This design comes from an exercise in tuning for small area on the open sky130 flow, not from production work.
The RTL was checked by simulation tests, not by an equivalence proof against the original design.
Power and IR drop assume default switching activity.

<file path="flow/config.mk">
export PLATFORM = sky130hd
export DESIGN_NAME = CounterSelector
export DESIGN_NICKNAME = CounterSelector
export VERILOG_FILES = /design/flow/design.v
export SDC_FILE = /design/flow/constraint.sdc
export NUM_CORES = 4
export LEC_CHECK = 0
export CAP_MARGIN = 20
export CORE_MARGIN = 2
export CORE_UTILIZATION = 40
export SLEW_MARGIN = 20
</file>
<file path="flow/constraint.sdc">
create_clock -name core_clock -period 150.0 [get_ports {clk}]
set_input_delay 30.0000 -clock core_clock [delete_from_list [all_inputs] [get_ports {clk}]]
set_output_delay 30.0000 -clock core_clock [all_outputs]
set_load 0.01 [all_outputs]
</file>
<file path="flow/design.v">
module Decodificador9(input sw1, sw2, sw3, sw4, output [6:0]salida);
assign salida[0] = ~((~sw1 & ~sw2 & ~sw3 & ~sw4) | (~sw1 & ~sw2 & sw3 & ~sw4) | (~sw1 & ~sw2 & sw3 & sw4) | (~sw1 & sw2 & ~sw3 & sw4) | (~sw1 & sw2 & sw3 & ~sw4) | (~sw1 & sw2 & sw3 & sw4) |(sw1 & ~sw2 & ~sw3 & ~sw4) | (sw1 & ~sw2 & ~sw3 & sw4));
assign salida[1] = ~((~sw1 & ~sw2 & ~sw3 & ~sw4) | (~sw1 & ~sw2 & ~sw3 & sw4) | (~sw1 & ~sw2 & sw3 & ~sw4) | (~sw1 & ~sw2 & sw3 & sw4) | (~sw1 & sw2 & ~sw3 & ~sw4) | (~sw1 & sw2 & sw3 & sw4) | (sw1 & ~sw2 & ~sw3 & ~sw4) | (sw1 & ~sw2 & ~sw3 & sw4));
assign salida[2] = ~((~sw1 & ~sw2 & ~sw3 & ~sw4) | (~sw1 & ~sw2 & ~sw3 & sw4) |(~sw1 & ~sw2 & sw3 & sw4) | (~sw1 & sw2 & ~sw3 & ~sw4) | (~sw1 & sw2 & ~sw3 & sw4) | (~sw1 & sw2 & sw3 & ~sw4) | (~sw1 & sw2 & sw3 & sw4) | (sw1 & ~sw2 & ~sw3 & ~sw4) | (sw1 & ~sw2 & ~sw3 & sw4));
assign salida[3] = ~((~sw1 & ~sw2 & ~sw3 & ~sw4) | (~sw1 & ~sw2 & sw3 & ~sw4) | (~sw1 & ~sw2 & sw3 & sw4)  |(~sw1 & sw2 & ~sw3 & sw4)| (~sw1 & sw2 & sw3 & ~sw4) | (sw1 & ~sw2 & ~sw3 & ~sw4));
assign salida[4] = ~((~sw1 & ~sw2 & ~sw3 & ~sw4) | (~sw1 & ~sw2 & sw3 & ~sw4) | (~sw1 & sw2 & sw3 & ~sw4) | (sw1 & ~sw2 & ~sw3 & ~sw4));
assign salida[5] = ~((~sw1 & ~sw2 & ~sw3 & ~sw4) | (~sw1 & sw2 & ~sw3 & ~sw4) | (~sw1 & sw2 & ~sw3 & sw4) | (~sw1 & sw2 & sw3 & ~sw4) | (sw1 & ~sw2 & ~sw3 & ~sw4) | (sw1 & ~sw2 & ~sw3 & sw4));
assign salida[6] =~((~sw1 & ~sw2 & sw3 & ~sw4) | (~sw1 & ~sw2 & sw3 & sw4) | (~sw1 & sw2 & ~sw3 & ~sw4) | (~sw1 & sw2 & ~sw3 & sw4) | (~sw1 & sw2 & sw3 & ~sw4) | (sw1 & ~sw2 & ~sw3 & ~sw4) | (sw1 & ~sw2 & ~sw3 & sw4));
endmodule
module Decodificador150(
    input logic [7:0] num,           
    output logic [6:0] seg_centenas,  
    output logic [6:0] seg_decenas,   
    output logic [6:0] seg_unidades   
);
    logic [3:0] centenas, decenas, unidades;
    assign centenas = (num / 100) % 10;
    assign decenas = (num / 10) % 10;
    assign unidades = num % 10;
    Decodificador9 dec_centenas (
        .sw1(centenas[3]), 
        .sw2(centenas[2]), 
        .sw3(centenas[1]), 
        .sw4(centenas[0]), 
        .salida(seg_centenas)
    );
    Decodificador9 dec_decenas (
        .sw1(decenas[3]), 
        .sw2(decenas[2]), 
        .sw3(decenas[1]), 
        .sw4(decenas[0]), 
        .salida(seg_decenas)
    );
    Decodificador9 dec_unidades (
        .sw1(unidades[3]), 
        .sw2(unidades[2]), 
        .sw3(unidades[1]), 
        .sw4(unidades[0]), 
        .salida(seg_unidades)
    );
endmodule
module LED_Animation (
    input logic clk,
    input logic reset,
    input logic count_reached,
    output logic [4:0] led  
);
    logic [1:0] toggle_counter;     
    logic animation_active;         
    logic [3:0] animation_step;     
    logic slow_tick;                
    logic [8:0] div_counter;        
    always_ff @(posedge clk or posedge reset) begin
        if (reset)
            div_counter <= 0;
        else
            div_counter <= div_counter + 1;
    end
    assign slow_tick = (div_counter == 9'h0FF);
    always_ff @(posedge clk or posedge reset) begin
        if (reset) begin
            animation_active <= 0;
            toggle_counter <= 2'd0;
            led <= 5'b00000;
            animation_step <= 4'd0;
        end else if (slow_tick) begin
            if (count_reached && !animation_active) begin
                animation_active <= 1;
                animation_step <= 4'd1;
            end else if (animation_active) begin
                case (animation_step)
                    4'd1: begin
                        led <= 5'b00001;  
                        animation_step <= 4'd2;
                    end
                    4'd2: begin
                        led <= 5'b00011;  
                        animation_step <= 4'd3;
                    end
                    4'd3: begin
                        led <= 5'b00111;  
                        animation_step <= 4'd4;
                    end
                    4'd4: begin
                        led <= 5'b01111;  
                        animation_step <= 4'd5;
                    end
                    4'd5: begin
                        led <= 5'b11111;  
                        animation_step <= 4'd6;
                    end
                    4'd6: begin
                        led <= 5'b00000;  
                        animation_step <= 4'd1;  
                        toggle_counter <= toggle_counter + 1;
                        if (toggle_counter == 2'd2) begin
                            animation_active <= 0;  
                            toggle_counter <= 2'd0;
                        end
                    end
                    default: ;
                endcase
            end
        end
    end
endmodule
module Debounce(
    input logic clk,
    input logic reset,
    input logic button_in,
    output logic button_out
);
    parameter integer DEBOUNCE_TIME = 20;  
    logic [4:0] counter;  
    logic button_reg;      
    always_ff @(posedge clk or posedge reset) begin
        if (reset) begin
            counter <= 0;
            button_reg <= 0;
            button_out <= 0;
        end else begin
            if (button_in != button_reg) begin
                counter <= 0;  
            end else if (counter < DEBOUNCE_TIME) begin
                counter <= counter + 1;  
            end else begin
                button_out <= button_in;  
            end
            button_reg <= button_in;  
        end
    end
endmodule
module Adder1Automatic (
    input logic clk,
    input logic reset,
    input logic select_button,
    output logic [6:0] seg_centenas,  
    output logic [6:0] seg_decenas,   
    output logic [6:0] seg_unidades,  
    output logic count_reached,
    output logic [4:0] led
);
    localparam CLK_FREQ = 11'd2000;
    logic [7:0] count;            
    logic slow_pulse_1hz;         
    logic [10:0] div_counter;
    always_ff @(posedge clk or posedge reset) begin
        if (reset) begin
            div_counter <= 11'd0;
            slow_pulse_1hz <= 1'b0;
        end else if (div_counter == CLK_FREQ - 1) begin
            div_counter <= 11'd0;
            slow_pulse_1hz <= 1'b1;   
        end else begin
            div_counter <= div_counter + 1;
            slow_pulse_1hz <= 1'b0;
        end
    end
    Decodificador150 decodificador (
        .num(count),
        .seg_centenas(seg_centenas),
        .seg_decenas(seg_decenas),
        .seg_unidades(seg_unidades)
    );
    always_ff @(posedge clk or posedge reset) begin
        if (reset) begin
            count <= 8'd0;
            count_reached <= 0;
        end else if (slow_pulse_1hz) begin  
            if (count == 8'd150) begin
                count <= 8'd0;
                count_reached <= 1;
            end else if (select_button) begin
                count <= count + 8'd1;
            end else if (~select_button) begin
                count <= 8'd0;
                count_reached <= 0;
            end
        end else begin
            count_reached <= (count == 8'd150) ? 1 : 0;
        end
    end
    LED_Animation led_anim (.clk(clk), .reset(reset), .count_reached(count_reached), .led(led));
endmodule
module Adder4Automatic (
    input logic clk,
    input logic reset,
    input logic select_button,
    output logic [6:0] seg_centenas,  
    output logic [6:0] seg_decenas,   
    output logic [6:0] seg_unidades,  
    output logic count_reached,
    output logic [4:0] led
);
    localparam CLK_FREQ = 11'd2000;
    logic [7:0] count;            
    logic slow_pulse_1hz;         
    logic [10:0] div_counter;
    always_ff @(posedge clk or posedge reset) begin
        if (reset) begin
            div_counter <= 11'd0;
            slow_pulse_1hz <= 1'b0;
        end else if (div_counter == CLK_FREQ - 1) begin
            div_counter <= 11'd0;
            slow_pulse_1hz <= 1'b1;   
        end else begin
            div_counter <= div_counter + 1;
            slow_pulse_1hz <= 1'b0;
        end
    end
    Decodificador150 decodificador (
        .num(count),
        .seg_centenas(seg_centenas),
        .seg_decenas(seg_decenas),
        .seg_unidades(seg_unidades)
    );
    always_ff @(posedge clk or posedge reset) begin
        if (reset) begin
            count <= 8'd0;
            count_reached <= 0;
        end else if (slow_pulse_1hz) begin  
            if (count >= 8'd150) begin
                count <= 8'd0;
                count_reached <= 1;
            end else if (select_button) begin
                count <= count + 8'd4;
            end else if (~select_button) begin
                count <= 8'd0;
                count_reached <= 0;
            end
        end else begin
            count_reached <= (count >= 8'd150) ? 1 : 0;
        end
    end
    LED_Animation led_anim (.clk(clk), .reset(reset), .count_reached(count_reached), .led(led));
endmodule
module Adder10Automatic (
    input logic clk,
    input logic reset,
    input logic select_button,
    output logic [6:0] seg_centenas,  
    output logic [6:0] seg_decenas,   
    output logic [6:0] seg_unidades,  
    output logic count_reached,
    output logic [4:0] led
);
    localparam CLK_FREQ = 11'd2000;
    logic [7:0] count;            
    logic slow_pulse_1hz;         
    logic [10:0] div_counter;
    always_ff @(posedge clk or posedge reset) begin
        if (reset) begin
            div_counter <= 11'd0;
            slow_pulse_1hz <= 1'b0;
        end else if (div_counter == CLK_FREQ - 1) begin
            div_counter <= 11'd0;
            slow_pulse_1hz <= 1'b1;   
        end else begin
            div_counter <= div_counter + 1;
            slow_pulse_1hz <= 1'b0;
        end
    end
    Decodificador150 decodificador (
        .num(count),
        .seg_centenas(seg_centenas),
        .seg_decenas(seg_decenas),
        .seg_unidades(seg_unidades)
    );
    always_ff @(posedge clk or posedge reset) begin
        if (reset) begin
            count <= 8'd0;
            count_reached <= 0;
        end else if (slow_pulse_1hz) begin  
            if (count >= 8'd150) begin
                count <= 8'd0;
                count_reached <= 1;
            end else if (select_button) begin
                count <= count + 8'd10;
            end else if (~select_button) begin
                count <= 8'd0;
                count_reached <= 0;
            end
        end else begin
            count_reached <= (count >= 8'd150) ? 1 : 0;
        end
    end
    LED_Animation led_anim (.clk(clk), .reset(reset), .count_reached(count_reached), .led(led));
endmodule
module Adder1Manual (
    input logic clk,
    input logic reset,
    input logic buttonM,
    input logic selec,
    output logic [6:0] seg_centenas,  
    output logic [6:0] seg_decenas,   
    output logic [6:0] seg_unidades,  
    output logic count_reached,
    output logic [4:0] led
);
    logic [7:0] count;        
    logic buttonM_prev;       
    Decodificador150 decodificador (count, seg_centenas, seg_decenas, seg_unidades);
    always_ff @(posedge clk or posedge reset) begin
        if (reset) begin
            buttonM_prev <= 1'b0;
            count <= 8'd0;
            count_reached <= 0;
        end else begin
            buttonM_prev <= buttonM;
            if (buttonM && ~buttonM_prev) begin
                if (~selec) begin
                    count <= 8'd0;
                    count_reached <= 0;
                end else if (count == 8'd150) begin
                    count <= 8'd0;
                    count_reached <= 1;
                end else begin
                    count_reached <= 0;
                    count <= count + 8'd1;
                end
            end
        end
    end
    LED_Animation led_anim (clk, reset, count_reached, led);
endmodule
module Adder4Manual (
    input logic clk,
    input logic reset,
    input logic buttonM,
    input logic selec,
    output logic [6:0] seg_centenas,  
    output logic [6:0] seg_decenas,   
    output logic [6:0] seg_unidades,  
    output logic count_reached,
    output logic [4:0] led
);
    logic [7:0] count;        
    logic buttonM_prev;       
    Decodificador150 decodificador (count, seg_centenas, seg_decenas, seg_unidades);
    always_ff @(posedge clk or posedge reset) begin
        if (reset) begin
            buttonM_prev <= 1'b0;
            count <= 8'd0;
            count_reached <= 0;
        end else begin
            buttonM_prev <= buttonM;
            if (buttonM && ~buttonM_prev) begin
                if (~selec) begin
                    count <= 8'd0;
                    count_reached <= 0;
                end else if (count >= 8'd150) begin
                    count <= 8'd0;
                    count_reached <= 1;
                end else begin
                    count_reached <= 0;
                    count <= count + 8'd4;
                end
            end
        end
    end
    LED_Animation led_anim (clk, reset, count_reached, led);
endmodule
module Adder10Manual (
    input logic clk,
    input logic reset,
    input logic buttonM,
    input logic selec,
    output logic [6:0] seg_centenas,  
    output logic [6:0] seg_decenas,   
    output logic [6:0] seg_unidades,  
    output logic count_reached,
    output logic [4:0] led
);
    logic [7:0] count;        
    logic buttonM_prev;       
    Decodificador150 decodificador (count, seg_centenas, seg_decenas, seg_unidades);
    always_ff @(posedge clk or posedge reset) begin
        if (reset) begin
            buttonM_prev <= 1'b0;
            count <= 8'd0;
            count_reached <= 0;
        end else begin
            buttonM_prev <= buttonM;
            if (buttonM && ~buttonM_prev) begin
                if (~selec) begin
                    count <= 8'd0;
                    count_reached <= 0;
                end else if (count == 8'd150) begin
                    count <= 8'd0;
                    count_reached <= 1;
                end else begin
                    count_reached <= 0;
                    count <= count + 8'd10;
                end
            end
        end
    end
    LED_Animation led_anim (clk, reset, count_reached, led);
endmodule
module CounterSelector(
    input  logic clk,
    input  logic reset,
    input  logic next_button,
    input  logic select_button,    
    input  logic selec_A_M,
    input  logic buttonM,
    output logic [6:0] display_7seg,
    output logic [6:0] seg_centenas,
    output logic [6:0] seg_decenas,
    output logic [6:0] seg_unidades,
    output logic [4:0] led 
);
    parameter L = 7'b1000111;  
    parameter E = 7'b0000110;  
    parameter U = 7'b1000001;  
    logic [6:0] current_display;
    logic [2:0] active_auto_idx;
    logic [2:0] active_manual_idx;
    logic count_reached1, count_reached4, count_reached10;
    logic count_reached1M, count_reached4M, count_reached10M;
    logic next_button_clean, selec_A_M_clean, buttonM_clean;
    Debounce #(.DEBOUNCE_TIME(20)) db_next (
        .clk(clk), .reset(reset),
        .button_in(next_button),
        .button_out(next_button_clean)
    );
    Debounce #(.DEBOUNCE_TIME(20)) db_mode (
        .clk(clk), .reset(reset),
        .button_in(selec_A_M),
        .button_out(selec_A_M_clean)
    );
    Debounce #(.DEBOUNCE_TIME(20)) db_btnM (
        .clk(clk), .reset(reset),
        .button_in(buttonM),
        .button_out(buttonM_clean)
    );
    logic press;
    logic next_press;
    logic prev_select_button;
    logic prev_next_button;
    always_ff @(posedge clk or posedge reset) begin
      if (reset) begin
        press <= 0;
        next_press <= 0;
        prev_select_button <= 0;
        prev_next_button <= 0;
      end else begin
        prev_select_button <= select_button;
        if (select_button && ~prev_select_button)
            press <= 1;
        else
            press <= 0;
        prev_next_button <= next_button_clean;
        if (next_button_clean && ~prev_next_button)
            next_press <= 1;
        else
            next_press <= 0;
      end
    end
    always_ff @(posedge clk or posedge reset) begin
        if (reset) begin
            current_display   <= L;
            active_auto_idx   <= 3'd0;
            active_manual_idx <= 3'd0;
        end else begin
            if (count_reached1 | count_reached4 | count_reached10)
                active_auto_idx <= 3'd0;
            if (count_reached1M | count_reached4M | count_reached10M)
                active_manual_idx <= 3'd0;
            if (next_press && active_auto_idx == 3'd0 && active_manual_idx == 3'd0) begin
                case (current_display)
                    L: current_display <= E;
                    E: current_display <= U;
                    U: current_display <= L;
                endcase
            end
            if (press && active_auto_idx == 3'd0 && active_manual_idx == 3'd0) begin
                if (~selec_A_M_clean) begin  
                    case (current_display)
                        L: active_auto_idx <= 3'd1;
                        E: active_auto_idx <= 3'd2;
                        U: active_auto_idx <= 3'd3;
                    endcase
                end else begin  
                    case (current_display)
                        L: active_manual_idx <= 3'd1;
                        E: active_manual_idx <= 3'd2;
                        U: active_manual_idx <= 3'd3;
                    endcase
                end
            end
        end
    end
    logic [6:0] seg_centenas_a1, seg_decenas_a1, seg_unidades_a1;
    logic [6:0] seg_centenas_a4, seg_decenas_a4, seg_unidades_a4;
    logic [6:0] seg_centenas_a10, seg_decenas_a10, seg_unidades_a10;
    logic [6:0] seg_centenas_a1M, seg_decenas_a1M, seg_unidades_a1M;
    logic [6:0] seg_centenas_a4M, seg_decenas_a4M, seg_unidades_a4M;
    logic [6:0] seg_centenas_a10M, seg_decenas_a10M, seg_unidades_a10M;
    logic [4:0] led_a1, led_a4, led_a10;
    logic [4:0] led_a1M, led_a4M, led_a10M;
    logic select1, select4, select10;
    logic select1M, select4M, select10M;
    assign select1  = (active_auto_idx   == 3'd1);
    assign select4  = (active_auto_idx   == 3'd2);
    assign select10 = (active_auto_idx   == 3'd3);
    assign select1M  = (active_manual_idx == 3'd1);
    assign select4M  = (active_manual_idx == 3'd2);
    assign select10M = (active_manual_idx == 3'd3);
    Adder1Automatic  adder1  (clk, reset, select1,  seg_centenas_a1,  seg_decenas_a1,  seg_unidades_a1,  count_reached1,  led_a1);
    Adder4Automatic  adder4  (clk, reset, select4,  seg_centenas_a4,  seg_decenas_a4,  seg_unidades_a4,  count_reached4,  led_a4);
    Adder10Automatic adder10 (clk, reset, select10, seg_centenas_a10, seg_decenas_a10, seg_unidades_a10, count_reached10, led_a10);
    Adder1Manual  adder1M (clk, reset, buttonM_clean, select1M,  seg_centenas_a1M,  seg_decenas_a1M,  seg_unidades_a1M,  count_reached1M,  led_a1M);
    Adder4Manual  adder4M (clk, reset, buttonM_clean, select4M,  seg_centenas_a4M,  seg_decenas_a4M,  seg_unidades_a4M,  count_reached4M,  led_a4M);
    Adder10Manual adder10M(clk, reset, buttonM_clean, select10M, seg_centenas_a10M, seg_decenas_a10M, seg_unidades_a10M, count_reached10M, led_a10M);
    assign display_7seg = current_display;
    always_comb begin
        seg_centenas = 7'b0;
        seg_decenas  = 7'b0;
        seg_unidades = 7'b0;
        led          = 5'b0;
        if (selec_A_M_clean) begin  
            case (current_display)
                L: begin 
                    seg_centenas = seg_centenas_a1M;
                    seg_decenas  = seg_decenas_a1M;
                    seg_unidades = seg_unidades_a1M;
                    led = led_a1M;
                end
                E: begin 
                    seg_centenas = seg_centenas_a4M;
                    seg_decenas  = seg_decenas_a4M;
                    seg_unidades = seg_unidades_a4M;
                    led = led_a4M;
                end
                U: begin 
                    seg_centenas = seg_centenas_a10M;
                    seg_decenas  = seg_decenas_a10M;
                    seg_unidades = seg_unidades_a10M;
                    led = led_a10M;
                end
            endcase
        end else begin  
            case (current_display)
                L: begin 
                    seg_centenas = seg_centenas_a1;
                    seg_decenas  = seg_decenas_a1;
                    seg_unidades = seg_unidades_a1;
                    led = led_a1;
                end
                E: begin 
                    seg_centenas = seg_centenas_a4;
                    seg_decenas  = seg_decenas_a4;
                    seg_unidades = seg_unidades_a4;
                    led = led_a4;
                end
                U: begin 
                    seg_centenas = seg_centenas_a10;
                    seg_decenas  = seg_decenas_a10;
                    seg_unidades = seg_unidades_a10;
                    led = led_a10;
                end
            endcase
        end
    end
endmodule
</file>
<file path="flow/run.sh">
#!/bin/bash
# synth_recipe.tcl (not shown) runs the flow's synth.tcl, then flattens the netlist and writes it again
# the make line also repeats each setting of config.mk as NAME=value (left out here)
make -C /OpenROAD-flow-scripts/flow DESIGN_CONFIG=/design/flow/config.mk WORK_HOME=/design/flow/orfs CLKGATE_MAP_FILE= SYNTH_SCRIPT=/design/flow/synth_recipe.tcl finish
</file>
==> run summary <==
-- critical path: cells and delay by family (launching register included) --
kind | cells | cell delay [ns]
compound gates | 11 | 3.06
simple gates | 8 | 2.30
buf+inv | 4 | 1.28
fa+ha+maj | 3 | 1.03
flops | 1 | 0.63
mux | 2 | 0.39
-- layer usage --
| layer | vias up | global-route usage (%) | wire length (um) |
|---|---|---|---|
| met3 | 102 | 2.80 | 3220 |
| li1 | 9764 | - | - |
| met5 | - | 0 | 0 |
| met2 | 609 | 32.4 | 25400 |
| met1 | 9659 | 28.2 | 26500 |
| met4 | 0 | 6.70 | 1580 |
-- per-stage QoR --
step	utilization, %	cell area (um^2)	hold WS, ns	total power, mW
final	43.7	22900	0.410	0.141
after global routing	43.7	22900	0.431	0.146
after CTS	43.6	22900	0.423	0.143
after detailed placement	41.7	21900	0.415	0.0690
after global placement	41.7	21900	0.405	0.0688
after floorplan	-	21200	0.376	0.0681
-- cell usage after synthesis (all sizes together) (29+ instances only) --
master  instances  area, um^2
o21a           29         219
dfrtp         236        5910
a211oi         38         313
buf            52         293
and3           35         219
ha            101        1260
mux2i          41         410
xnor2          77         674
nor2b          33         206
clkbuf         89         334
o22ai          43         269
a21o           29         218
a21oi         185         952
nor3           69         380
a31oi          47         313
o211ai         44         330
nand2         240         913
nor2          218         818
nand4          34         213
xor2           43         384
nand2b         51         319
inv           131         497
o21ai         211        1070
nand3          95         490
-- power groups by stage --
| stage | clock network [mW] | registers [mW] | logic (mW) |
|---|---|---|---|
| after floorplan | 0 | 0.0662 | 0.00193 |
| after global placement | 0 | 0.0663 | 0.00259 |
| after detailed placement | 0 | 0.0663 | 0.00270 |
| after CTS | 0.0750 | 0.0651 | 0.00271 |
| after global routing | 0.0776 | 0.0652 | 0.00313 |
| final | 0.0731 | 0.0651 | 0.00261 |
-- area by class of cell --
| cell class | instances | area, um^2 |
|---|---|---|
| inverter | 138 | 532 |
| clock buffer | 36 | 782 |
| sequential | 238 | 5960 |
| timing repair buffer | 49 | 465 |
| tap | 688 | 861 |
| multi-input combinational | 2133 | 14100 |
| clock inverter | 15 | 215 |
| fill | 5128 | 29500 |
-- layout by cell type, fill, tap and decap left out, drive strengths merged, types with 13 or more instances in the layout --
cell type      count
buf               15
xor2              43
nand3             95
a2111oi           13
dfrtp            236
o21a              29
a211oi            38
ha               101
a21o              29
nand2b            51
a311oi            17
nor3              69
nor2b             33
mux2i             41
a22o              18
nand2            240
mux2              14
or2               18
a21oi            185
a22oi             19
a31o              21
inv              133
o311ai            15
a31oi             47
nand4             34
clkdlybuf4s50     34
and3              35
or3               25
o31ai             19
nor4              19
o211ai            44
and2              28
clkbuf            36
nor2             218
xnor2             77
o22ai             43
o21ai            211
a221oi            17
-- worst paths after layout --
check / from / end / slack [ns] / depth (start not counted)
worst max-delay path: adder10M.count[1] / seg_decenas[0] / 110.73 / 28
worst min register to register: prev_next_button / next_press / 0.41 / 1
worst min-delay path: prev_next_button / next_press / 0.41 / 1
min in group asynchronous: reset / db_next.counter[1] / 30.00 / 2
max in group asynchronous: reset / adder4M.count[5] / 118.03 / 5
worst max register to register: adder10.count[5] / adder10.count[5] / 147.25 / 7
-- logic make-up after synthesis --
| group | after synthesis | share of synthesized area, % |
|---|---|---|
| other cells | 1 | 0.0177 |
| fa+ha+maj | 109 | 6.35 |
| xor+xnor | 120 | 5.00 |
| buf+inv | 279 | 5.44 |
| simple gates | 932 | 22.4 |
| mux | 56 | 2.81 |
| flops | 238 | 28.1 |
| compound gates | 912 | 29.8 |
==> flow_summary.ini <==
[drt]
route.detailed.drc = 0
avgViaCountPerCell = 6.11
vias = 20100
ant_nets = 0
firstDrtPassIters = 6
routedWlPerCell_um = 17.2
wirelength_um = 56700
drt_iter0_markers = 1757

[setup_path]
crit_slowest_cell = dfrtp_1
crit_path_start_kind = flop
worstPathMaxFanout = 15
arrival_ns = 9.28
cpPeakStageDelay_ns = 0.63
end_kind = output port
required_ns = 120.00
criticalPathCategory = flop to output port
crit_top_cell = ha_1

[synth]
synth-seq-area-share_pct = 28.1
yosys_most_used_dff = dfrtp_1
synth_area_um2 = 21200
yosys_warnings = 9
ys_types = 126
ys_async_sr_fraction_pct = 100
syn_inst = 2647
synth_edf_count = 0
syn_area_per_cell_um2 = 8.00
synth-seq-cells = 238

[floorplanning]
io_pins = 39
die_h_um = 234
die_area_um2 = 54800
core_um2 = 52400
start_util_pct = 40.4
rows = 84
die_w_um = 234

[global_route]
grt_pass1_wl_um = 93800
grt_use_total_pct = 20.3
grt_max_degree = 106
first_global_vias = 18700
grt_overflow = 0
grt_antenna_before_repair = 0

[clock_tree]
cts.sinks = 238
ctsHtreeMaxLevel = 1
numCtsBuffers = 28
cts_resized = 0
ctsHoldBuffers = 0
cts.reportedPaths.clkPinSlew_ns = 0.07
cts_tree = done
worst_skew_pair.late_latency_ns = 0.56
root_buffer = clkbuf_16
cts_setup_buffers = 0
clk_path_buf_depth = 3

[timing]
relSlewSlack_pct = 27.4
timing.final.crit_share_pct = 26.2
fmax_mhz = 25.5
rsz0062_at_grt = false
hold_viol_final = 0
setup_tns_ns = 0
setup_ws_ns = 110.73
finalSetupViolCount = 0
clock-skew-final_ns = 0.0115
worst_slew_pin_slew_ns = 1.09
finalCriticalPeriod_ns = 39.28
slew_violations = 0

[placed_design]
hpwl_um = 41500
io_buffers = 34
dp.cells = 3245
dpl_worst_slack_ns = 111.35
place.gp.congestion = 0.914

[pwr]
power.density_nw_per_um2 = 6.15
p_int_uw = 111
power_leakage_nw = 9.60
seqPwrFrac_pct = 46.3
power.switching_uw = 30.0
ir_worst_vdd_mv = 0.00674
pwr-share-comb_pct = 1.9
pwr-share-clk_pct = 51.9
p_sw_share_pct = 21.3

[worst_hold_path]
hp-class = flop to flop

[final_layout]
top_regs = adder1.div_counter (11), adder10.div_counter (11), adder4.div_counter (11)
drive_gt1_share_pct = 7.13
syn2layout_area_growth_pct = 8.15
antennaDiodeCount = 0
final_nets = 2695
instances_no_fill = 3297

[run]
maxCapViolCount = 0

[outcome]
status = complete, no violations

==> static timing again, ports no longer ideal <==
The results above use ideal ports. As a check the final layout listed here was re-extracted and re-timed, cells and wires unchanged.
Step 1 sets driving cells, clkbuf_16 on the clock port and buf_2 on the other inputs (assumed; they add their load-dependent delay and slew).
Step 2 adds t to the input delays and takes it off the output delays; t is the mean of the earliest and latest rising clock arrival at the registers after step 1. Input paths then give back, and output paths get back, about the clock's delay inside the block.
Three values: ideal ports, drivers, drivers and shift; two values: the first two.
shift t [ns]: 0.599
setup WS [ns]: 110.725 / 110.672 / 111.271
slew at the worst register clock pin (ns): 0.07 / 0.07
worst data-port slew with drivers (ns): 0.05
cell pins on the clock port's net: 1
After both steps this run still meets setup and hold. The setup slack of this run moves by -0.053 ns with the drivers and by +0.546 ns with both steps.
